Source: an optimization exercise on an open RTL-to-GDS flow (aim: small area). Production flows keep margins and buffers that such runs may drop.
No functional check of the RTL was part of any run shown here.
Power figures rest on the tool's default switching activity, not on a simulated workload.

## design/flow/config.mk

```make
export PLATFORM = sky130hd
export DESIGN_NAME = alu32_top
export DESIGN_NICKNAME = alu32_top
export VERILOG_FILES = /design/flow/design.v
export SDC_FILE = /design/flow/constraint.sdc
export NUM_CORES = 4
export LEC_CHECK = 0
export CAP_MARGIN = 20
export CORE_MARGIN = 2
export CORE_UTILIZATION = 40
export SLEW_MARGIN = 20
export SYNTH_HIERARCHICAL = 1
export SYNTH_MINIMUM_KEEP_SIZE = 0
```

## design/flow/constraint.sdc

```tcl
create_clock -name core_clock -period 5.0 [get_ports {clk}]
set_input_delay 1.0000 -clock core_clock [delete_from_list [all_inputs] [get_ports {clk}]]
set_output_delay 1.0000 -clock core_clock [all_outputs]
set_load 0.01 [all_outputs]
```

## design/flow/design.v

```verilog
`timescale 1ns / 1ps
module alu32_top(
    input  wire        clk,
    input  wire [31:0] a,
    input  wire [31:0] b,
    input  wire [2:0]  op_code,
    output reg  [32:0] result,
    output reg         zero_flag,
    output reg         control_flag
    );
    reg  [31:0] a_q, b_q;
    reg  [2:0]  op_q;
    wire [32:0] alu_result;
    wire        alu_zero, alu_control;
    always @(posedge clk) begin
        a_q  <= a;
        b_q  <= b;
        op_q <= op_code;
        result       <= alu_result;
        zero_flag    <= alu_zero;
        control_flag <= alu_control;
    end
    ALU_8_Bit #(.WIDTH(32)) u_alu (
        .A(a_q),
        .B(b_q),
        .op_code(op_q),
        .result(alu_result),
        .zero_flag(alu_zero),
        .control_flag(alu_control)
    );
endmodule

`timescale 1ns / 1ps
module ALU_8_Bit #(parameter WIDTH = 8) (A, B, op_code, result, zero_flag, control_flag);
    input  [WIDTH-1:0] A, B;
    input  [2:0] op_code;
    output zero_flag, control_flag;
    output [WIDTH:0] result;
    wire inv, nar, kp, kg, op_add, op_sub, op_gt, op_eq, op_lt;
    alu_decode u_dec (.op(op_code), .inv(inv), .nar(nar), .kp(kp), .kg(kg), .op_add(op_add),
        .op_sub(op_sub), .op_gt(op_gt), .op_eq(op_eq), .op_lt(op_lt));
    wire [31:0] bx, p, g, ns, nl, r;
    wire [32:0] cc;    
    alu_xor2 u_bx0 (.a(B[0]), .b(inv), .y(bx[0]));
    alu_ha u_ha0 (.a(A[0]), .b(bx[0]), .s(p[0]), .c(g[0]));
    alu_xor2 u_bx1 (.a(B[1]), .b(inv), .y(bx[1]));
    alu_ha u_ha1 (.a(A[1]), .b(bx[1]), .s(p[1]), .c(g[1]));
    alu_xor2 u_bx2 (.a(B[2]), .b(inv), .y(bx[2]));
    alu_ha u_ha2 (.a(A[2]), .b(bx[2]), .s(p[2]), .c(g[2]));
    alu_xor2 u_bx3 (.a(B[3]), .b(inv), .y(bx[3]));
    alu_ha u_ha3 (.a(A[3]), .b(bx[3]), .s(p[3]), .c(g[3]));
    alu_xor2 u_bx4 (.a(B[4]), .b(inv), .y(bx[4]));
    alu_ha u_ha4 (.a(A[4]), .b(bx[4]), .s(p[4]), .c(g[4]));
    alu_xor2 u_bx5 (.a(B[5]), .b(inv), .y(bx[5]));
    alu_ha u_ha5 (.a(A[5]), .b(bx[5]), .s(p[5]), .c(g[5]));
    alu_xor2 u_bx6 (.a(B[6]), .b(inv), .y(bx[6]));
    alu_ha u_ha6 (.a(A[6]), .b(bx[6]), .s(p[6]), .c(g[6]));
    alu_xor2 u_bx7 (.a(B[7]), .b(inv), .y(bx[7]));
    alu_ha u_ha7 (.a(A[7]), .b(bx[7]), .s(p[7]), .c(g[7]));
    alu_xor2 u_bx8 (.a(B[8]), .b(inv), .y(bx[8]));
    alu_ha u_ha8 (.a(A[8]), .b(bx[8]), .s(p[8]), .c(g[8]));
    alu_xor2 u_bx9 (.a(B[9]), .b(inv), .y(bx[9]));
    alu_ha u_ha9 (.a(A[9]), .b(bx[9]), .s(p[9]), .c(g[9]));
    alu_xor2 u_bx10 (.a(B[10]), .b(inv), .y(bx[10]));
    alu_ha u_ha10 (.a(A[10]), .b(bx[10]), .s(p[10]), .c(g[10]));
    alu_xor2 u_bx11 (.a(B[11]), .b(inv), .y(bx[11]));
    alu_ha u_ha11 (.a(A[11]), .b(bx[11]), .s(p[11]), .c(g[11]));
    alu_xor2 u_bx12 (.a(B[12]), .b(inv), .y(bx[12]));
    alu_ha u_ha12 (.a(A[12]), .b(bx[12]), .s(p[12]), .c(g[12]));
    alu_xor2 u_bx13 (.a(B[13]), .b(inv), .y(bx[13]));
    alu_ha u_ha13 (.a(A[13]), .b(bx[13]), .s(p[13]), .c(g[13]));
    alu_xor2 u_bx14 (.a(B[14]), .b(inv), .y(bx[14]));
    alu_ha u_ha14 (.a(A[14]), .b(bx[14]), .s(p[14]), .c(g[14]));
    alu_xor2 u_bx15 (.a(B[15]), .b(inv), .y(bx[15]));
    alu_ha u_ha15 (.a(A[15]), .b(bx[15]), .s(p[15]), .c(g[15]));
    alu_xor2 u_bx16 (.a(B[16]), .b(inv), .y(bx[16]));
    alu_ha u_ha16 (.a(A[16]), .b(bx[16]), .s(p[16]), .c(g[16]));
    alu_xor2 u_bx17 (.a(B[17]), .b(inv), .y(bx[17]));
    alu_ha u_ha17 (.a(A[17]), .b(bx[17]), .s(p[17]), .c(g[17]));
    alu_xor2 u_bx18 (.a(B[18]), .b(inv), .y(bx[18]));
    alu_ha u_ha18 (.a(A[18]), .b(bx[18]), .s(p[18]), .c(g[18]));
    alu_xor2 u_bx19 (.a(B[19]), .b(inv), .y(bx[19]));
    alu_ha u_ha19 (.a(A[19]), .b(bx[19]), .s(p[19]), .c(g[19]));
    alu_xor2 u_bx20 (.a(B[20]), .b(inv), .y(bx[20]));
    alu_ha u_ha20 (.a(A[20]), .b(bx[20]), .s(p[20]), .c(g[20]));
    alu_xor2 u_bx21 (.a(B[21]), .b(inv), .y(bx[21]));
    alu_ha u_ha21 (.a(A[21]), .b(bx[21]), .s(p[21]), .c(g[21]));
    alu_xor2 u_bx22 (.a(B[22]), .b(inv), .y(bx[22]));
    alu_ha u_ha22 (.a(A[22]), .b(bx[22]), .s(p[22]), .c(g[22]));
    alu_xor2 u_bx23 (.a(B[23]), .b(inv), .y(bx[23]));
    alu_ha u_ha23 (.a(A[23]), .b(bx[23]), .s(p[23]), .c(g[23]));
    alu_xor2 u_bx24 (.a(B[24]), .b(inv), .y(bx[24]));
    alu_ha u_ha24 (.a(A[24]), .b(bx[24]), .s(p[24]), .c(g[24]));
    alu_xor2 u_bx25 (.a(B[25]), .b(inv), .y(bx[25]));
    alu_ha u_ha25 (.a(A[25]), .b(bx[25]), .s(p[25]), .c(g[25]));
    alu_xor2 u_bx26 (.a(B[26]), .b(inv), .y(bx[26]));
    alu_ha u_ha26 (.a(A[26]), .b(bx[26]), .s(p[26]), .c(g[26]));
    alu_xor2 u_bx27 (.a(B[27]), .b(inv), .y(bx[27]));
    alu_ha u_ha27 (.a(A[27]), .b(bx[27]), .s(p[27]), .c(g[27]));
    alu_xor2 u_bx28 (.a(B[28]), .b(inv), .y(bx[28]));
    alu_ha u_ha28 (.a(A[28]), .b(bx[28]), .s(p[28]), .c(g[28]));
    alu_xor2 u_bx29 (.a(B[29]), .b(inv), .y(bx[29]));
    alu_ha u_ha29 (.a(A[29]), .b(bx[29]), .s(p[29]), .c(g[29]));
    alu_xor2 u_bx30 (.a(B[30]), .b(inv), .y(bx[30]));
    alu_ha u_ha30 (.a(A[30]), .b(bx[30]), .s(p[30]), .c(g[30]));
    alu_xor2 u_bx31 (.a(B[31]), .b(inv), .y(bx[31]));
    alu_ha u_ha31 (.a(A[31]), .b(bx[31]), .s(p[31]), .c(g[31]));
    assign cc[0] = inv;
    alu_a21oi u_c0 (.a1(p[0]), .a2(cc[0]), .b1(g[0]), .y(cc[1]));
    wire k1;
    alu_nor2 u_k1 (.a(p[1]), .b(g[1]), .y(k1));
    alu_a21oi u_c1 (.a1(p[1]), .a2(cc[1]), .b1(k1), .y(cc[2]));
    alu_a21oi u_c2 (.a1(p[2]), .a2(cc[2]), .b1(g[2]), .y(cc[3]));
    wire k3;
    alu_nor2 u_k3 (.a(p[3]), .b(g[3]), .y(k3));
    alu_a21oi u_c3 (.a1(p[3]), .a2(cc[3]), .b1(k3), .y(cc[4]));
    alu_a21oi u_c4 (.a1(p[4]), .a2(cc[4]), .b1(g[4]), .y(cc[5]));
    wire k5;
    alu_nor2 u_k5 (.a(p[5]), .b(g[5]), .y(k5));
    alu_a21oi u_c5 (.a1(p[5]), .a2(cc[5]), .b1(k5), .y(cc[6]));
    alu_a21oi u_c6 (.a1(p[6]), .a2(cc[6]), .b1(g[6]), .y(cc[7]));
    wire k7;
    alu_nor2 u_k7 (.a(p[7]), .b(g[7]), .y(k7));
    alu_a21oi u_c7 (.a1(p[7]), .a2(cc[7]), .b1(k7), .y(cc[8]));
    alu_a21oi u_c8 (.a1(p[8]), .a2(cc[8]), .b1(g[8]), .y(cc[9]));
    wire k9;
    alu_nor2 u_k9 (.a(p[9]), .b(g[9]), .y(k9));
    alu_a21oi u_c9 (.a1(p[9]), .a2(cc[9]), .b1(k9), .y(cc[10]));
    alu_a21oi u_c10 (.a1(p[10]), .a2(cc[10]), .b1(g[10]), .y(cc[11]));
    wire k11;
    alu_nor2 u_k11 (.a(p[11]), .b(g[11]), .y(k11));
    alu_a21oi u_c11 (.a1(p[11]), .a2(cc[11]), .b1(k11), .y(cc[12]));
    wire P12, G12;
    alu_gp #(.N(4)) u_gp12 (.p(p[15:12]), .g(g[15:12]), .P(P12), .G(G12));
    alu_a21oi u_c12 (.a1(p[12]), .a2(cc[12]), .b1(g[12]), .y(cc[13]));
    wire k13;
    alu_nor2 u_k13 (.a(p[13]), .b(g[13]), .y(k13));
    alu_a21oi u_c13 (.a1(p[13]), .a2(cc[13]), .b1(k13), .y(cc[14]));
    alu_a21oi u_c14 (.a1(p[14]), .a2(cc[14]), .b1(g[14]), .y(cc[15]));
    alu_a21oi u_bc12 (.a1(P12), .a2(cc[12]), .b1(G12), .y(cc[16]));
    wire P16, G16;
    alu_gp #(.N(4)) u_gp16 (.p(p[19:16]), .g(g[19:16]), .P(P16), .G(G16));
    wire k16;
    alu_nor2 u_k16 (.a(p[16]), .b(g[16]), .y(k16));
    alu_a21oi u_c16 (.a1(p[16]), .a2(cc[16]), .b1(k16), .y(cc[17]));
    alu_a21oi u_c17 (.a1(p[17]), .a2(cc[17]), .b1(g[17]), .y(cc[18]));
    wire k18;
    alu_nor2 u_k18 (.a(p[18]), .b(g[18]), .y(k18));
    alu_a21oi u_c18 (.a1(p[18]), .a2(cc[18]), .b1(k18), .y(cc[19]));
    wire K16;
    alu_nor2 u_K16 (.a(P16), .b(G16), .y(K16));
    alu_a21oi u_bc16 (.a1(P16), .a2(cc[16]), .b1(K16), .y(cc[20]));
    wire P20, G20;
    alu_gp #(.N(4)) u_gp20 (.p(p[23:20]), .g(g[23:20]), .P(P20), .G(G20));
    alu_a21oi u_c20 (.a1(p[20]), .a2(cc[20]), .b1(g[20]), .y(cc[21]));
    wire k21;
    alu_nor2 u_k21 (.a(p[21]), .b(g[21]), .y(k21));
    alu_a21oi u_c21 (.a1(p[21]), .a2(cc[21]), .b1(k21), .y(cc[22]));
    alu_a21oi u_c22 (.a1(p[22]), .a2(cc[22]), .b1(g[22]), .y(cc[23]));
    alu_a21oi u_bc20 (.a1(P20), .a2(cc[20]), .b1(G20), .y(cc[24]));
    wire P24, G24;
    alu_gp #(.N(4)) u_gp24 (.p(p[27:24]), .g(g[27:24]), .P(P24), .G(G24));
    wire k24;
    alu_nor2 u_k24 (.a(p[24]), .b(g[24]), .y(k24));
    alu_a21oi u_c24 (.a1(p[24]), .a2(cc[24]), .b1(k24), .y(cc[25]));
    alu_a21oi u_c25 (.a1(p[25]), .a2(cc[25]), .b1(g[25]), .y(cc[26]));
    wire k26;
    alu_nor2 u_k26 (.a(p[26]), .b(g[26]), .y(k26));
    alu_a21oi u_c26 (.a1(p[26]), .a2(cc[26]), .b1(k26), .y(cc[27]));
    wire K24;
    alu_nor2 u_K24 (.a(P24), .b(G24), .y(K24));
    alu_a21oi u_bc24 (.a1(P24), .a2(cc[24]), .b1(K24), .y(cc[28]));
    wire P28, G28;
    alu_gp #(.N(4)) u_gp28 (.p(p[31:28]), .g(g[31:28]), .P(P28), .G(G28));
    alu_a21oi u_c28 (.a1(p[28]), .a2(cc[28]), .b1(g[28]), .y(cc[29]));
    wire k29;
    alu_nor2 u_k29 (.a(p[29]), .b(g[29]), .y(k29));
    alu_a21oi u_c29 (.a1(p[29]), .a2(cc[29]), .b1(k29), .y(cc[30]));
    alu_a21oi u_c30 (.a1(p[30]), .a2(cc[30]), .b1(g[30]), .y(cc[31]));
    alu_a21oi u_bc28 (.a1(P28), .a2(cc[28]), .b1(G28), .y(cc[32]));
    alu_xnor2 u_s0 (.a(p[0]), .b(cc[0]), .y(ns[0]));
    alu_xor2 u_s1 (.a(p[1]), .b(cc[1]), .y(ns[1]));
    alu_xnor2 u_s2 (.a(p[2]), .b(cc[2]), .y(ns[2]));
    alu_xor2 u_s3 (.a(p[3]), .b(cc[3]), .y(ns[3]));
    alu_xnor2 u_s4 (.a(p[4]), .b(cc[4]), .y(ns[4]));
    alu_xor2 u_s5 (.a(p[5]), .b(cc[5]), .y(ns[5]));
    alu_xnor2 u_s6 (.a(p[6]), .b(cc[6]), .y(ns[6]));
    alu_xor2 u_s7 (.a(p[7]), .b(cc[7]), .y(ns[7]));
    alu_xnor2 u_s8 (.a(p[8]), .b(cc[8]), .y(ns[8]));
    alu_xor2 u_s9 (.a(p[9]), .b(cc[9]), .y(ns[9]));
    alu_xnor2 u_s10 (.a(p[10]), .b(cc[10]), .y(ns[10]));
    alu_xor2 u_s11 (.a(p[11]), .b(cc[11]), .y(ns[11]));
    alu_xnor2 u_s12 (.a(p[12]), .b(cc[12]), .y(ns[12]));
    alu_xor2 u_s13 (.a(p[13]), .b(cc[13]), .y(ns[13]));
    alu_xnor2 u_s14 (.a(p[14]), .b(cc[14]), .y(ns[14]));
    alu_xor2 u_s15 (.a(p[15]), .b(cc[15]), .y(ns[15]));
    alu_xor2 u_s16 (.a(p[16]), .b(cc[16]), .y(ns[16]));
    alu_xnor2 u_s17 (.a(p[17]), .b(cc[17]), .y(ns[17]));
    alu_xor2 u_s18 (.a(p[18]), .b(cc[18]), .y(ns[18]));
    alu_xnor2 u_s19 (.a(p[19]), .b(cc[19]), .y(ns[19]));
    alu_xnor2 u_s20 (.a(p[20]), .b(cc[20]), .y(ns[20]));
    alu_xor2 u_s21 (.a(p[21]), .b(cc[21]), .y(ns[21]));
    alu_xnor2 u_s22 (.a(p[22]), .b(cc[22]), .y(ns[22]));
    alu_xor2 u_s23 (.a(p[23]), .b(cc[23]), .y(ns[23]));
    alu_xor2 u_s24 (.a(p[24]), .b(cc[24]), .y(ns[24]));
    alu_xnor2 u_s25 (.a(p[25]), .b(cc[25]), .y(ns[25]));
    alu_xor2 u_s26 (.a(p[26]), .b(cc[26]), .y(ns[26]));
    alu_xnor2 u_s27 (.a(p[27]), .b(cc[27]), .y(ns[27]));
    alu_xnor2 u_s28 (.a(p[28]), .b(cc[28]), .y(ns[28]));
    alu_xor2 u_s29 (.a(p[29]), .b(cc[29]), .y(ns[29]));
    alu_xnor2 u_s30 (.a(p[30]), .b(cc[30]), .y(ns[30]));
    alu_xor2 u_s31 (.a(p[31]), .b(cc[31]), .y(ns[31]));
    wire co = ~cc[32];
    wire eq;
    alu_and_tree #(.N(17)) u_eq (.a({P12, P16, P20, P24, P28, p[0], p[1], p[2], p[3], p[4], p[5], p[6], p[7], p[8], p[9], p[10], p[11]}), .y(eq));
    wire hi, ncmp;
    alu_flags u_fl (.co(co), .eq(eq), .op_add(op_add), .op_sub(op_sub), .op_gt(op_gt),
        .op_eq(op_eq), .op_lt(op_lt), .hi(hi), .ncmp(ncmp));
    alu_a22oi u_l0 (.a1(p[0]), .a2(kp), .b1(g[0]), .b2(kg), .y(nl[0]));
    alu_a22oi u_l1 (.a1(p[1]), .a2(kp), .b1(g[1]), .b2(kg), .y(nl[1]));
    alu_a22oi u_l2 (.a1(p[2]), .a2(kp), .b1(g[2]), .b2(kg), .y(nl[2]));
    alu_a22oi u_l3 (.a1(p[3]), .a2(kp), .b1(g[3]), .b2(kg), .y(nl[3]));
    alu_a22oi u_l4 (.a1(p[4]), .a2(kp), .b1(g[4]), .b2(kg), .y(nl[4]));
    alu_a22oi u_l5 (.a1(p[5]), .a2(kp), .b1(g[5]), .b2(kg), .y(nl[5]));
    alu_a22oi u_l6 (.a1(p[6]), .a2(kp), .b1(g[6]), .b2(kg), .y(nl[6]));
    alu_a22oi u_l7 (.a1(p[7]), .a2(kp), .b1(g[7]), .b2(kg), .y(nl[7]));
    alu_a22oi u_l8 (.a1(p[8]), .a2(kp), .b1(g[8]), .b2(kg), .y(nl[8]));
    alu_a22oi u_l9 (.a1(p[9]), .a2(kp), .b1(g[9]), .b2(kg), .y(nl[9]));
    alu_a22oi u_l10 (.a1(p[10]), .a2(kp), .b1(g[10]), .b2(kg), .y(nl[10]));
    alu_a22oi u_l11 (.a1(p[11]), .a2(kp), .b1(g[11]), .b2(kg), .y(nl[11]));
    alu_a22oi u_l12 (.a1(p[12]), .a2(kp), .b1(g[12]), .b2(kg), .y(nl[12]));
    alu_a22oi u_l13 (.a1(p[13]), .a2(kp), .b1(g[13]), .b2(kg), .y(nl[13]));
    alu_a22oi u_l14 (.a1(p[14]), .a2(kp), .b1(g[14]), .b2(kg), .y(nl[14]));
    alu_a22oi u_l15 (.a1(p[15]), .a2(kp), .b1(g[15]), .b2(kg), .y(nl[15]));
    alu_a22oi u_l16 (.a1(p[16]), .a2(kp), .b1(g[16]), .b2(kg), .y(nl[16]));
    alu_a22oi u_l17 (.a1(p[17]), .a2(kp), .b1(g[17]), .b2(kg), .y(nl[17]));
    alu_a22oi u_l18 (.a1(p[18]), .a2(kp), .b1(g[18]), .b2(kg), .y(nl[18]));
    alu_a22oi u_l19 (.a1(p[19]), .a2(kp), .b1(g[19]), .b2(kg), .y(nl[19]));
    alu_a22oi u_l20 (.a1(p[20]), .a2(kp), .b1(g[20]), .b2(kg), .y(nl[20]));
    alu_a22oi u_l21 (.a1(p[21]), .a2(kp), .b1(g[21]), .b2(kg), .y(nl[21]));
    alu_a22oi u_l22 (.a1(p[22]), .a2(kp), .b1(g[22]), .b2(kg), .y(nl[22]));
    alu_a22oi u_l23 (.a1(p[23]), .a2(kp), .b1(g[23]), .b2(kg), .y(nl[23]));
    alu_a22oi u_l24 (.a1(p[24]), .a2(kp), .b1(g[24]), .b2(kg), .y(nl[24]));
    alu_a22oi u_l25 (.a1(p[25]), .a2(kp), .b1(g[25]), .b2(kg), .y(nl[25]));
    alu_a22oi u_l26 (.a1(p[26]), .a2(kp), .b1(g[26]), .b2(kg), .y(nl[26]));
    alu_a22oi u_l27 (.a1(p[27]), .a2(kp), .b1(g[27]), .b2(kg), .y(nl[27]));
    alu_a22oi u_l28 (.a1(p[28]), .a2(kp), .b1(g[28]), .b2(kg), .y(nl[28]));
    alu_a22oi u_l29 (.a1(p[29]), .a2(kp), .b1(g[29]), .b2(kg), .y(nl[29]));
    alu_a22oi u_l30 (.a1(p[30]), .a2(kp), .b1(g[30]), .b2(kg), .y(nl[30]));
    alu_a22oi u_l31 (.a1(p[31]), .a2(kp), .b1(g[31]), .b2(kg), .y(nl[31]));
    alu_o211ai u_r0 (.a1(ns[0]), .a2(nar), .b1(nl[0]), .c1(ncmp), .y(r[0]));
    alu_o21ai u_r1 (.a1(ns[1]), .a2(nar), .b1(nl[1]), .y(r[1]));
    alu_o21ai u_r2 (.a1(ns[2]), .a2(nar), .b1(nl[2]), .y(r[2]));
    alu_o21ai u_r3 (.a1(ns[3]), .a2(nar), .b1(nl[3]), .y(r[3]));
    alu_o21ai u_r4 (.a1(ns[4]), .a2(nar), .b1(nl[4]), .y(r[4]));
    alu_o21ai u_r5 (.a1(ns[5]), .a2(nar), .b1(nl[5]), .y(r[5]));
    alu_o21ai u_r6 (.a1(ns[6]), .a2(nar), .b1(nl[6]), .y(r[6]));
    alu_o21ai u_r7 (.a1(ns[7]), .a2(nar), .b1(nl[7]), .y(r[7]));
    alu_o21ai u_r8 (.a1(ns[8]), .a2(nar), .b1(nl[8]), .y(r[8]));
    alu_o21ai u_r9 (.a1(ns[9]), .a2(nar), .b1(nl[9]), .y(r[9]));
    alu_o21ai u_r10 (.a1(ns[10]), .a2(nar), .b1(nl[10]), .y(r[10]));
    alu_o21ai u_r11 (.a1(ns[11]), .a2(nar), .b1(nl[11]), .y(r[11]));
    alu_o21ai u_r12 (.a1(ns[12]), .a2(nar), .b1(nl[12]), .y(r[12]));
    alu_o21ai u_r13 (.a1(ns[13]), .a2(nar), .b1(nl[13]), .y(r[13]));
    alu_o21ai u_r14 (.a1(ns[14]), .a2(nar), .b1(nl[14]), .y(r[14]));
    alu_o21ai u_r15 (.a1(ns[15]), .a2(nar), .b1(nl[15]), .y(r[15]));
    alu_o21ai u_r16 (.a1(ns[16]), .a2(nar), .b1(nl[16]), .y(r[16]));
    alu_o21ai u_r17 (.a1(ns[17]), .a2(nar), .b1(nl[17]), .y(r[17]));
    alu_o21ai u_r18 (.a1(ns[18]), .a2(nar), .b1(nl[18]), .y(r[18]));
    alu_o21ai u_r19 (.a1(ns[19]), .a2(nar), .b1(nl[19]), .y(r[19]));
    alu_o21ai u_r20 (.a1(ns[20]), .a2(nar), .b1(nl[20]), .y(r[20]));
    alu_o21ai u_r21 (.a1(ns[21]), .a2(nar), .b1(nl[21]), .y(r[21]));
    alu_o21ai u_r22 (.a1(ns[22]), .a2(nar), .b1(nl[22]), .y(r[22]));
    alu_o21ai u_r23 (.a1(ns[23]), .a2(nar), .b1(nl[23]), .y(r[23]));
    alu_o21ai u_r24 (.a1(ns[24]), .a2(nar), .b1(nl[24]), .y(r[24]));
    alu_o21ai u_r25 (.a1(ns[25]), .a2(nar), .b1(nl[25]), .y(r[25]));
    alu_o21ai u_r26 (.a1(ns[26]), .a2(nar), .b1(nl[26]), .y(r[26]));
    alu_o21ai u_r27 (.a1(ns[27]), .a2(nar), .b1(nl[27]), .y(r[27]));
    alu_o21ai u_r28 (.a1(ns[28]), .a2(nar), .b1(nl[28]), .y(r[28]));
    alu_o21ai u_r29 (.a1(ns[29]), .a2(nar), .b1(nl[29]), .y(r[29]));
    alu_o21ai u_r30 (.a1(ns[30]), .a2(nar), .b1(nl[30]), .y(r[30]));
    alu_o21ai u_r31 (.a1(ns[31]), .a2(nar), .b1(nl[31]), .y(r[31]));
    assign result = {hi, r};
    assign control_flag = hi;
    wire ze;
    alu_nor #(.N(19)) u_zlo (.a(r[19:1]), .y(ze));
    wire zp0;
    alu_nor2 u_zp0 (.a(r[20]), .b(r[21]), .y(zp0));
    wire zp1;
    alu_nor2 u_zp1 (.a(r[22]), .b(r[23]), .y(zp1));
    wire zp2;
    alu_nor2 u_zp2 (.a(r[24]), .b(r[25]), .y(zp2));
    wire zp3;
    alu_nor2 u_zp3 (.a(r[26]), .b(r[27]), .y(zp3));
    wire zp4;
    alu_nor2 u_zp4 (.a(r[28]), .b(r[29]), .y(zp4));
    wire zp5;
    alu_nor2 u_zp5 (.a(r[30]), .b(r[31]), .y(zp5));
    wire zp6;
    alu_nor2 u_zp6 (.a(hi), .b(r[0]), .y(zp6));
    wire zn0;
    alu_nand #(.N(4)) u_zn0 (.a({ze, zp0, zp1, zp2}), .y(zn0));
    wire zn1;
    alu_nand #(.N(4)) u_zn1 (.a({zp3, zp4, zp5, zp6}), .y(zn1));
    alu_nor #(.N(2)) u_z (.a({zn0, zn1}), .y(zero_flag));
endmodule
module alu_xor2 (input a, input b, output y);
    assign y = a ^ b;
endmodule
module alu_xnor2 (input a, input b, output y);
    assign y = ~(a ^ b);
endmodule
module alu_ha (input a, input b, output s, output c);
    assign s = a ^ b;
    assign c = a & b;
endmodule
module alu_nor2 (input a, input b, output y);
    assign y = ~(a | b);
endmodule
module alu_a21oi (input a1, input a2, input b1, output y);
    assign y = ~((a1 & a2) | b1);
endmodule
module alu_a22oi (input a1, input a2, input b1, input b2, output y);
    assign y = ~((a1 & a2) | (b1 & b2));
endmodule
module alu_o21ai (input a1, input a2, input b1, output y);
    assign y = ~((a1 | a2) & b1);
endmodule
module alu_o211ai (input a1, input a2, input b1, input c1, output y);
    assign y = ~((a1 | a2) & b1 & c1);
endmodule
module alu_inv (input a, output y);
    assign y = ~a;
endmodule
module alu_gp #(parameter N = 4) (input [N-1:0] p, input [N-1:0] g, output P, output G);
    integer k;
    reg gg;
    always @* begin
        gg = g[0];
        for (k = 1; k < N; k = k + 1) gg = g[k] | (p[k] & gg);
    end
    assign G = gg;
    assign P = &p;
endmodule
module alu_and_tree #(parameter N = 8) (input [N-1:0] a, output y);
    assign y = &a;
endmodule
module alu_or #(parameter N = 8) (input [N-1:0] a, output y);
    assign y = |a;
endmodule
module alu_nor #(parameter N = 8) (input [N-1:0] a, output y);
    assign y = ~|a;
endmodule
module alu_nand #(parameter N = 4) (input [N-1:0] a, output y);
    assign y = ~&a;
endmodule
module alu_decode (input [2:0] op, output inv, output nar, output kp, output kg,
                   output op_add, output op_sub, output op_gt, output op_eq, output op_lt);
    assign op_add = (op == 3'b000);
    assign op_sub = (op == 3'b001);
    assign op_gt  = (op == 3'b010);
    assign op_eq  = (op == 3'b011);
    assign op_lt  = (op == 3'b100);
    assign inv = op_sub | op_gt | op_eq | op_lt;
    assign nar = ~(op_add | op_sub);
    assign kp  = (op == 3'b110) | (op == 3'b111);
    assign kg  = (op == 3'b101) | (op == 3'b110);
endmodule
module alu_flags (input co, input eq, input op_add, input op_sub, input op_gt, input op_eq,
                  input op_lt, output hi, output ncmp);
    assign hi = (op_add & co) | (op_sub & ~co);
    assign ncmp = ~((op_gt & co & ~eq) | (op_eq & eq) | (op_lt & ~co));
endmodule
```

## design/flow/flow/run.sh

```bash
#!/bin/bash
# Standard ORFS layout with three changes: the port buffers use the smallest buffer cell,
# every combinational cell is put at its smallest drive strength after floorplanning (the
# repair steps then size up only what timing needs), and power recovery downsizes
# non-critical cells after global routing.
set -euo pipefail
W=$(pwd)
bash standard.sh BUFFER_PORTS_ARGS="-buffer_cell sky130_fd_sc_hd__buf_1" \
  POST_FLOORPLAN_TCL="$W/flow/downsize.tcl" RECOVER_POWER=100 finish > make_finish.log 2>&1
```

## design/flow/flow/downsize.tcl

```tcl
# POST_FLOORPLAN hook: put every combinational cell at the smallest drive strength of its
# family; the later repair steps size up what timing needs.
set n 0
foreach inst [[ord::get_db_block] getInsts] {
  set m [$inst getMaster]
  set name [$m getName]
  if {![regexp {^(sky130_fd_sc_hd__[a-z0-9]+)_([0-9]+)$} $name -> base sz]} { continue }
  if {[string match {*df*} $base] || [string match {*clk*} $base] || [string match {*tap*} $base]
      || [string match {*conb*} $base] || [string match {*dl*} $base]} { continue }
  set best ""
  set best_a 1e9
  foreach lc [get_lib_cells ${base}_*] {
    set ln [get_name $lc]
    if {![regexp "^${base}_\[0-9\]+\$" $ln]} { continue }
    if {[get_property $lc dont_use]} { continue }
    set a [get_property $lc area]
    if {$a < $best_a} { set best_a $a; set best $ln }
  }
  if {$best ne "" && $best ne $name} {
    $inst swapMaster [[ord::get_db] findMaster $best]
    incr n
  }
}
puts "downsize: replaced $n cells"
```

## design/flow/standard.sh

```bash
#!/bin/bash
# synth_recipe.tcl (not shown) runs the flow's synth.tcl, then flattens the netlist and writes it again
# the make line also repeats each setting of config.mk as NAME=value (left out here)
make -C /OpenROAD-flow-scripts/flow DESIGN_CONFIG=/design/flow/config.mk WORK_HOME=/design/flow/orfs CLKGATE_MAP_FILE= SYNTH_SCRIPT=/design/flow/synth_recipe.tcl "${@:-finish}"
```

==> flow_summary.toml, run 1 <==
[clock_network]
cts_root_buffer = "clkbuf_8"
cts_buffer_depth = 2
tritoncts = "done"
hold_buffers = 0
cts.clk_slew.worst_paths_ns = 0.09
cts_inserted_buffers = 9
htree_levels = 3
clock_sinks = 102
clock_latency_ns = 0.37

[timing]
setup_violations = 0
setup_tns_ns = 0
min_period_ns = 4.66
clock.fmax_mhz = 214
tightest_slew_ns = 0.816
clock_skew_ns = 0.00614
fin_crit_sh_pct = 93.3
hold_viol = 0
hold_slack_ns = 0.687
slew_headroom_pct = 45.6
slew_violations = 0

[logic_synthesis]
synth-seq-area-share_pct = 47.4
synth_edf_count = 0
synth_warnings = 8
netlist.area_leader.share_pct = 47.4
syn_area_mm2 = 0.00431
postSynthCellCount = 374
async_flop_share_pct = 0
syn_nets = 474
syn_area_per_cell_um2 = 11.5
synthTopCellsByArea = "dfxtp_1 47%, xor2_1 10%, a22oi_2 9.3%"
synth_cell_types = 26
ys_ff_latch = 102
synth_ff_type = "dfxtp_1"
yosysTopAreaCell = "dfxtp_1"

[critical_path]
end_kind = "flop"
worst_ep_required_time_ns = 5.31
crit_top_cell = "a21oi_2"
path_class = "flop to flop"
cpPeakStageDelay_ns = 0.35
arrival_ns = 4.97
crit_slowest_cell = "dfxtp_2"
rr_worst_depth = 30
cp-start-kind = "flop"
crit_path_max_fanout = 4

[placed_design]
port_buffers = 102
dp_hpwl_um = 6920
globalplace.congestion = 0.814

[die]
dieWidth_um = 108
ios = 103
die-area_mm2 = 0.0116
num_rows = 37
dieHeight_um = 108
start_util_pct = 41.5
design.core.area_mm2 = 0.0104

[grt]
grt.total_usage_pct = 16.5
grt_pass1_wl_um = 14800
overflow = 0
grt_max_degree = 33
grt_pass1_vias = 3110
antenna_found_initial = 0

[route]
post_drt_wl_per_cell_um = 14.0
drt_iter0_drc = 110
ant_nets = 0
routed_wl_um = 9380
vias_per_cell = 4.87
dr_total_vias = 3260
drc = 0
dr.pass1.iters = 4

[job]
timing.max_cap.violations = 0

[layout]
n_antenna_cell = 0
fin_nets = 630
multiInputGateArea_mm2 = 0.00208
area_growth_pct = 21.2
fillers = 1014
final_layout_size_suffix_gt1_share_pct = 18.0
seq_area_mm2 = 0.00204

[power_and_ir_drop]
p_per_area_mw_per_mm2 = 394
leakage_uw = 0.00206
ir_drop_uv = 133
finalPower_uw = 2060

[hold_path]
hold_class = "flop to flop"
hold_depth = 3

[run_status]
status = "no timing/DRC/antenna violations"
## power by group
group / internal (uW) / leakage, uW / switching, uW
clock: 192 / 0.0000804 / 274
sequential: 897 / 0.000857 / 30.2
combinational: 309 / 0.00112 / 356
## Yosys cell counts, types with 2 or more instances
master and instances:
a21oi_2 32, a21oi_1 10, dfxtp_1 102, and4_1 6, o21ai_1 36, and2_1 2
nor4_1 3, nand3_1 2, a22oi_2 32, inv_1 3, xor2_1 49, xnor2_1 16
nand4_1 5, nor2_1 25, nand2_1 5, nor3b_1 3, ha_1 32, nor4_2 3
## flip-flops by register name, indices dropped and copies added, names as in the netlist
| name | flops |
|---|---|
| control_flag | 1 |
| op_q | 3 |
| a_q | 32 |
| zero_flag | 1 |
| result | 33 |
| b_q | 32 |
## final cells by class
cell class	count	share of cell area (%)
Clock buffer	10	2.64
Clock inverter	5	0.695
Inverter	3	0.216
Multi-Input combinational cell	268	40.0
Sequential cell	102	39.2
Tap cell	136	3.26
Timing Repair Buffer	146	14.1
## placed cells by master (no fill, tap or decap), types with 4 or more instances in the layout
master and count:
a21oi_1 17, xor2_1 48, xnor2_1 16, buf_4 41, buf_1 102, ha_1 31
nand4_1 5, a22oi_1 32, nand2_1 5, nor2_1 23, a21oi_2 25, o21ai_0 33
and4_1 6, dfxtp_1 100, clkbuf_8 10, nor4_1 4
## cells by family (layout without fill, tap and decap cells)
kind of cell / count (synthesis) / after routing / synth area share, %
AO/OA/AOI/OAI: 113 / 113 / 22.0
XOR/XNOR: 65 / 65 / 13.2
adder cells (fa/ha/maj): 32 / 32 / 9.30
buffers and inverters: 4 / 164 / 0.436
flip-flops: 102 / 102 / 47.4
multiplexers: 1 / 1 / 0.262
AND/OR/NAND/NOR: 57 / 57 / 7.38
## stage by stage
| stage | utilization [%] | setup WS (ns) | cell area, um^2 | instances |
|---|---|---|---|---|
| floorplan | - | 0.0494 | 4310 | 374 |
| global placement | 46.6 | 0.00608 | 4830 | 647 |
| detailed placement | 46.6 | -0.184 | 4830 | 647 |
| CTS | 48.5 | 0.00607 | 5030 | 662 |
| global route | 50.3 | -0.0934 | 5220 | 670 |
| finish | 50.3 | 0.337 | 5220 | 670 |
## layer usage
metal  wire length, um  part of all wire [%]  global-route usage (%)  vias to the layer above
li1                  -                     -                       -                     1672
met1              4050                    43                    21.0                     1487
met2              4720                    50                    27.4                       88
met3               448                   4.8                    3.57                       13
met4               160                   1.7                    5.59                        0
met5                 0                     0                       0                        -
## per-module statistics from Yosys, one instance, submodules excluded, a selection
module | cell area [um^2] | times used | flip-flops and latches
alu32_top | 2040 | 1 | 102
alu_a21oi | 8.76 | 32 | 0
alu_a22oi | 12.5 | 32 | 0
alu_decode | 73.8 | 1 | 0
alu_flags | 38.8 | 1 | 0
alu_ha | 12.5 | 32 | 0
alu_nor2 | 3.75 | 22 | 0
alu_o211ai | 12.5 | 1 | 0
alu_o21ai | 5.00 | 31 | 0
alu_xnor2 | 8.76 | 16 | 0
alu_xor2 | 8.76 | 48 | 0
## repair_timing
| action | 4_1_cts | 5_1_grt |
|---|---|---|
| setup endpoints to repair | 2 | 5 |
| resized for setup | 6 | 33 |
| pin swaps | 0 | 26 |
| buffers inserted | 0 | 8 |
## critical path: cells and delay by family, from the launching register on
family,cells,cell delay [ns]
AOI/OAI and AO/OA,18,2.57
xor gates and xnor gates,2,0.28
adders and majority gates,1,0.30
buffers and inverters,3,0.41
DFF,1,0.35
and+or+nand+nor,6,0.69
## worst paths after layout
kind,startpoint,end,slack [ns]
min,a_q[27],result[27],0.69
max reg2reg,op_q[1],zero_flag,0.34
max,op_q[1],zero_flag,0.34
min reg2reg,a_q[27],result[27],0.69
==> inputs of run 2 (changes only) <==
==> design/flow/flow/run.sh (replaced) <==
#!/bin/bash
# Standard ORFS layout with these changes: the port buffers use the smallest buffer cell;
# every combinational cell is put at its smallest drive strength after floorplanning (the
# repair steps then size up only what timing needs); clock tree synthesis adds no dummy
# loads; power recovery downsizes non-critical cells after global routing.
set -euo pipefail
W=$(pwd)
bash standard.sh BUFFER_PORTS_ARGS="-buffer_cell sky130_fd_sc_hd__buf_1" \
  POST_FLOORPLAN_TCL="$W/flow/downsize.tcl" \
  CTS_ARGS="-sink_clustering_enable -repair_clock_nets -dont_use_dummy_load" \
  RECOVER_POWER=100 finish > make_finish.log 2>&1
--- a/design/flow/config.mk
+++ b/design/flow/config.mk
@@ -10,2 +10,3 @@
 export CORE_UTILIZATION = 40
+export GPL_TIMING_DRIVEN = 0
 export SLEW_MARGIN = 20
==> flow_summary.toml, run 2 <==
[run_status]
status = "no timing/DRC/antenna violations"

[hold_path]
hold_path_end = "result[21]"
hold_class = "flop to flop"
hold_depth = 3
min_from = "a_q[21]"

[clock_network]
cts_root_buffer = "clkbuf_8"
tritoncts = "done"
clock_sinks = 102
cts.clk_slew.worst_paths_ns = 0.09
cts_inserted_buffers = 9
htree_levels = 3
cts_buffer_depth = 2
clock_latency_ns = 0.38

[timing]
hold_slack_ns = 0.693
hold_viol = 0
setup_tns_ns = 0
tightest_slew_ns = 0.738
min_period_ns = 4.86
slew_violations = 0
grt_setup_unrepaired = "true"
clock.fmax_mhz = 206
slew_headroom_pct = 50.8
setup_violations = 0
clock_skew_ns = 0.0143
layout_setup_ws_ns = 0.143
fin_crit_sh_pct = 97.1

[placed_design]
dp.cells = 615
port_buffers = 102
post_dp_cell_area_mm2 = 0.00462
dp_hpwl_um = 6460
globalplace.congestion = 0.799
dpl_worst_slack_ns = -1.26

[layout]
final_common_cell = "buf_1"
reg.largest.list = "result (33), a_q (32), b_q (32)"
largest-register = "result"
multiInputGateArea_mm2 = 0.00211
n_antenna_cell = 0
layout_common_cells = "103 x buf_1, 99 x dfxtp_1, 48 x xor2_1"
largest_reg_flops = 33
area_growth_pct = 19.9
seq_area_mm2 = 0.00205
layoutNonFillerInstCount = 654
fin_area_mm2 = 0.00516
fin_nets = 620
final_layout_size_suffix_gt1_share_pct = 15.6
fillers = 996

[critical_path]
crit_slowest_cell = "dfxtp_4"
end_kind = "flop"
cpPeakStageDelay_ns = 0.38
r2r_start = "op_q[0]"
arrival_ns = 5.17
worst_ep_required_time_ns = 5.32
rrSetupSlack_ns = 0.14
r2r-end = "zero_flag"
crit_top_cell = "a21oi_2"
rr_worst_depth = 30
crit_path_max_fanout = 6
cp-start-kind = "flop"
path_class = "flop to flop"

[route]
vias_per_cell = 4.95
dr_total_vias = 3235
post_drt_wl_per_cell_um = 14.2
routed_wl_um = 9300
ant_nets = 0
dr.pass1.iters = 4
drt_iter0_drc = 77
drc = 0

[logic_synthesis]
synthTopCellsByArea = "dfxtp_1 47%, xor2_1 10%, a22oi_2 9.3%"
synth_edf_count = 0
yosysMostFrequentCell = "dfxtp_1"
postSynthCellCount = 374
synth_common_cells = "102 x dfxtp_1, 49 x xor2_1, 36 x o21ai_1"
netlist.area_leader.share_pct = 47.4
synth-seq-area-share_pct = 47.4
syn_area_per_cell_um2 = 11.5
syn_area_mm2 = 0.00431
synth_ff_type = "dfxtp_1"
yosysTopAreaCell = "dfxtp_1"
async_flop_share_pct = 0
synth_warnings = 8
syn_nets = 474
synth_cell_types = 26
ys_ff_latch = 102

[grt]
grt_max_degree = 33
grt_pass1_wl_um = 14100
grt.total_usage_pct = 16.1
grt_pass1_vias = 3063
overflow = 0
antenna_found_initial = 0

[power_and_ir_drop]
p_per_area_mw_per_mm2 = 386
leakage_uw = 0.00202
ir_drop_uv = 185

[die]
num_rows = 37
start_util_pct = 41.5
dieWidth_um = 108
ios = 103
die-area_mm2 = 0.0116
design.core.area_mm2 = 0.0104
dieHeight_um = 108

[job]
timing.max_cap.violations = 0
## run 2: critical path, delay by kind of cell, from the launching register on
| family | cells | cell delay (ns) |
|---|---|---|
| AO/OA/AOI/OAI | 19 | 2.68 |
| AND/OR/NAND/NOR | 5 | 0.70 |
| buffers and inverters | 3 | 0.45 |
| flip-flops | 1 | 0.38 |
| adder cells (fa/ha/maj) | 1 | 0.32 |
| XOR/XNOR | 2 | 0.27 |
## run 2: final cells by class
class / instances / share of cell area (%)
multi-input combinational: 268 / 40.9
sequential: 102 / 39.7
timing repair buffer: 135 / 13.3
tap: 136 / 3.30
clock buffer: 9 / 2.40
inverter: 3 / 0.218
buffer: 1 / 0.0727
## run 2: how the worst max path moves through the flow
stage / from / to / slack (ns) / cells after the start
final: op_q[0] / zero_flag / 0.14 / 30
after global routing: op_q[0] / zero_flag / -0.15 / 26
after CTS: op_q[1] / zero_flag / 0.002 / 29
after detailed placement: op_q[1] / zero_flag / -1.26 / 29
after global placement: op_q[1] / zero_flag / -3.74 / 28
after floorplan: op_q[1] / zero_flag / 0.05 / 28
## run 2: Yosys stat by module (local to each module, per instance), excerpt
module	flip-flops and latches	cell area [um^2]	cells inside	times used
alu_decode	0	73.8	12	1
alu_a21oi	0	8.76	1	32
alu_flags	0	38.8	4	1
alu_o21ai	0	5.00	1	31
alu_o211ai	0	12.5	1	1
alu_xor2	0	8.76	1	48
alu_xnor2	0	8.76	1	16
alu_ha	0	12.5	1	32
alu32_top	102	2040	102	1
alu_nor2	0	3.75	1	22
alu_a22oi	0	12.5	1	32
## run 2: cell families (layout without fill, tap and decap cells)
| family | Yosys count | after routing | synth area share [%] |
|---|---|---|---|
| XOR/XNOR | 65 | 65 | 13.2 |
| flip-flops | 102 | 102 | 47.4 |
| buffers and inverters | 4 | 148 | 0.436 |
| AND/OR/NAND/NOR | 57 | 57 | 7.38 |
| AO/OA/AOI/OAI | 113 | 113 | 22.0 |
| multiplexers | 1 | 1 | 0.262 |
| adder cells (fa/ha/maj) | 32 | 32 | 9.30 |
## run 2: per-layer routing
metal	global-route usage, %	wire length, um
met3	4.00	440
met2	27.3	4550
met4	9.16	245
met1	18.5	4060
met5	0	0
## run 2: power by group
part / internal, uW / total (uW) / switching (uW)
registers: 896 / 925 / 28.7
logic: 301 / 663 / 362
clock network: 162 / 403 / 241
total: 1360 / 1990 / 632
## run 2: through the flow
step / power [uW] / utilization [%]
4_1_cts: 1950 / 47.9
3_3_place_gp: 1440 / 43.8
5_1_grt: 2110 / 49.8
3_5_place_dp: 1470 / 44.6
2_1_floorplan: 1410 / -
6_report: 1990 / 49.8
## run 2: repair_timing
action,in CTS,in global routing
setup buffers,11,19
resized for setup,34,17
endpoints found under the setup margin,19,4
cloned,0,0
hold buffers,0,0
pin swaps,16,33

[port drivers added, routing unchanged]
No port has a modelled driver above. Below, the same layouts with a new extraction and two added sets of constraints.
Step 1 sets driving cells, clkbuf_16 on the clock port and buf_2 on the other inputs (assumed; they add their load-dependent delay and slew).
Step 2 times the ports against the registers' clock, not the clock port: input delays grow and output delays shrink by t, the midpoint of the rising clock arrivals with the driver on.
a / b / c = ideal / step 1 / step 2; a / b = the first two.
| run | shift t [ns] | setup slack, ns | worst setup path after step 2 | worst register clock-pin slew, ns | cell pins on the clock port's net |
|---|---|---|---|---|---|
| run 1 | 0.395 | 0.337 / 0.337 / 0.337 | register to register | 0.09 / 0.09 | 1 |
| run 2 | 0.402 | 0.143 / 0.143 / 0.143 | register to register | 0.09 / 0.09 | 1 |
After both steps setup and hold are still met in every run listed.
